Source: an optimization exercise on an open RTL-to-GDS flow (aim: small area and a short achievable clock period). Production flows keep margins and buffers that such runs may drop.
The RTL was checked by simulation tests, not by an equivalence proof against the original design.

==> v9: inputs <==
Design fft_butterfly, start of the top module:
module fft_butterfly(clk, rst, in_valid, k,
                     ar, ai, br, bi,
                     out_valid, y0r, y0i, y1r, y1i);
clock: 10.0 ns
lec_check: 0
abc_area: 1
cap_margin: 50
core_margin: 2
core_utilization: 55
cts_buf_list: sky130_fd_sc_hd__clkbuf_4 sky130_fd_sc_hd__clkbuf_8
place_density: 0.7
slew_margin: 70
synth_hierarchical: 1
synth_memory_max_bits: 32768
standard.sh (not shown) runs the stock make flow with config.mk's settings and CLKGATE_MAP_FILE= SYNTH_SCRIPT=/design/flow/synth_recipe.tcl, a recipe that flattens the netlist after the stock synthesis.
==> flow/flow/run.sh <==
#!/bin/bash
# Layout flow: the standard ORFS flow (standard.sh, unchanged synthesis),
# with two changes to how the layout is made:
#  - the port buffers are sky130_fd_sc_hd__buf_2 cells instead of the delay
#    buffers buffer_ports picks by default (every port still gets a buffer);
#  - ORFS's repair_timing steps aim at a setup margin of SETUP_MARGIN ns below
#    the 10 ns clock, so they size up the slowest paths.
# The clock period and constraints are the design's. Each tool's output goes
# to flow.log here; ORFS keeps its per-step logs under orfs/logs/.
set -euo pipefail
cd "$(dirname "$0")/.."
SETUP_MARGIN=$(cat flow/setup_margin.txt)
bash standard.sh "BUFFER_PORTS_ARGS=-buffer_cell sky130_fd_sc_hd__buf_2" \
  "SETUP_SLACK_MARGIN=$SETUP_MARGIN" finish > flow.log 2>&1
==> flow/flow/setup_margin.txt <==
6.6
==> v39: changes against v9 <==
==> flow/flow/setup_margin.txt (replaced) <==
6.4
==> v22: changes against v9 <==
==> flow/flow/setup_margin.txt (replaced) <==
6.5
==> v24: changes against v9 <==
==> flow/flow/setup_margin.txt (replaced) <==
6.2
==> run notes <==
metric                                                                         v22             v39             v24              v9
Outcome                                                             finished clean  finished clean  finished clean  finished clean
Biggest fanout along the worst timing path                                      17              33              34              24
Data required time of the worst path                                      10.53 ns        10.52 ns        10.52 ns        10.52 ns
Transition time of the tightest slew-check pin                            0.507 ns        0.510 ns        0.572 ns        0.556 ns
Total global routing track utilization                                       32.8%           32.2%           32.1%           32.9%
Setup repair after global routing missed its margin                            yes             yes              no             yes
Fin cells                                                                     4141            4118            4105            4141
Clock slew seen by the registers of the worst setup and hold paths         0.06 ns         0.07 ns         0.06 ns         0.06 ns
Reg2Reg Launch Point                                                        q2_n57          q2_n70          q2_n51        q2_br_15
Final non-filler cell area                                               35400 um2       34600 um2       34300 um2       35800 um2
Setup Skew                                                               0.0389 ns       0.0336 ns       0.0304 ns       0.0449 ns
Non-clock buffers                                                              221             209             194             231
Final Wtd Congestion                                                         0.945           0.945           0.945           0.941

========
==> v7: inputs <==
Another version of the RTL of fft_butterfly (not shown whole).
Settings: LEC_CHECK=0, ABC_AREA=1, CAP_MARGIN=20, CORE_MARGIN=2, CORE_UTILIZATION=40, PLACE_DENSITY=0.6, SLEW_MARGIN=20, SYNTH_HIERARCHICAL=1, SYNTH_MEMORY_MAX_BITS=32768; clock period 10.0 ns.
run.sh (not shown) runs the stock make flow with config.mk's settings and CLKGATE_MAP_FILE= SYNTH_SCRIPT=/design/flow/synth_recipe.tcl, a recipe that flattens the netlist after the stock synthesis.
Stock flow here: none of the scripts above is used.
==> v6 (differences from v7) <==
==> flow/flow/run.sh (new file) <==
#!/bin/bash
# Layout flow: the standard ORFS flow (standard.sh, unchanged synthesis),
# with the port buffers made of sky130_fd_sc_hd__buf_2 cells instead of the
# delay-buffer cells buffer_ports picks by default. Every input and output
# port still gets its own buffer. Each tool's output goes to flow.log here;
# ORFS keeps its per-step logs under orfs/logs/.
set -euo pipefail
cd "$(dirname "$0")/.."
bash standard.sh "BUFFER_PORTS_ARGS=-buffer_cell sky130_fd_sc_hd__buf_2" finish > flow.log 2>&1
==> flow/standard.sh (new file) <==
#!/bin/bash
# synth_recipe.tcl (not shown) runs the flow's synth.tcl, then flattens the netlist and writes it again
# the make line also repeats each setting of config.mk as NAME=value (left out here)
make -C /OpenROAD-flow-scripts/flow DESIGN_CONFIG=/design/flow/config.mk WORK_HOME=/design/flow/orfs CLKGATE_MAP_FILE= SYNTH_SCRIPT=/design/flow/synth_recipe.tcl "${@:-finish}"
removed: flow/run.sh
==> v30 (differences from v7) <==
==> flow/flow/run.sh (new file) <==
#!/bin/bash
# Layout flow: the standard ORFS flow (standard.sh, unchanged synthesis),
# with two changes to how the layout is made:
#  - the port buffers are sky130_fd_sc_hd__buf_2 cells instead of the delay
#    buffers buffer_ports picks by default (every port still gets a buffer);
#  - ORFS's repair_timing steps aim at a setup margin of SETUP_MARGIN ns below
#    the 10 ns clock, so they size up the slowest paths.
# The clock period and constraints are the design's. Each tool's output goes
# to flow.log here; ORFS keeps its per-step logs under orfs/logs/.
set -euo pipefail
cd "$(dirname "$0")/.."
SETUP_MARGIN=$(cat flow/setup_margin.txt)
bash standard.sh "BUFFER_PORTS_ARGS=-buffer_cell sky130_fd_sc_hd__buf_2" \
  "SETUP_SLACK_MARGIN=$SETUP_MARGIN" finish > flow.log 2>&1
==> flow/flow/setup_margin.txt (new file) <==
6.3
==> flow/standard.sh (new file) <==
#!/bin/bash
# synth_recipe.tcl (not shown) runs the flow's synth.tcl, then flattens the netlist and writes it again
# the make line also repeats each setting of config.mk as NAME=value (left out here)
make -C /OpenROAD-flow-scripts/flow DESIGN_CONFIG=/design/flow/config.mk WORK_HOME=/design/flow/orfs CLKGATE_MAP_FILE= SYNTH_SCRIPT=/design/flow/synth_recipe.tcl "${@:-finish}"
- CAP_MARGIN: 20 -> 50
- SLEW_MARGIN: 20 -> 70
removed: flow/run.sh
==> results_dict.tcl <==
set metrics [dict create \
    place.gp.congestion 0.9591 \
    grt_max_degree 66 \
    grt_pass1_wl_um 164300 \
    placed_cell_area_um2 36540 \
    wl_per_cell_um 20.85 \
    finalWirelength_um 105300 \
    final_area_um2 38280 \
    status "timing/DRC/antenna clean" \
    final_net_count 4529 \
]
Source of the figures above: v6

==> results_dict.tcl <==
set metrics [dict create \
    status "timing/DRC/antenna clean" \
    worstSetupPathDepth 8 \
    wl_per_cell_um 22.08 \
    grt_max_degree 62 \
    placed_cell_area_um2 37320 \
    grt_pass1_wl_um 171900 \
    finalWirelength_um 111600 \
    place.gp.congestion 0.9373 \
    final_net_count 4530 \
    final_area_um2 39120 \
    area_growth_pct 11.47 \
    via_per_inst 5.581 \
]
Source of the figures above: v7

==> results_dict.tcl <==
set metrics [dict create \
    placed_cell_area_um2 36910 \
    finalWirelength_um 105800 \
    status "timing/DRC/antenna clean" \
    place.gp.congestion 0.9591 \
    wl_per_cell_um 20.90 \
    grt_max_degree 66 \
]
Source of the figures above: v30

-- what the ideal ports hide --
No port has a modelled driver above. Below, the same layouts with a new extraction and two added sets of constraints. Step 1: set_driving_cell puts a clkbuf_16 on clk and a buf_2 on each other input, an assumption about the parent block. Step 2 times the ports against the registers' clock, not the clock port: input delays grow and output delays shrink by t, the midpoint of the rising clock arrivals with the driver on. Slacks: ideal ports / drivers / drivers and shift; pairs: ideal ports / drivers.
run	t, ns	slack for setup (ns)	worst setup path at the end
v9	0.718	6.478 / 6.478 / 6.478	register to register
v39	0.724	6.425 / 6.425 / 6.425	register to register
v22	0.734	6.401 / 6.401 / 6.401	register to register
v24	0.714	6.206 / 6.206 / 6.206	register to register
v7	0.699	5.622 / 5.622 / 5.622	register to register
v6	0.694	5.898 / 5.898 / 5.898	register to register
v30	0.692	6.399 / 6.399 / 6.399	register to register
After both steps setup and hold are still met in every run listed.
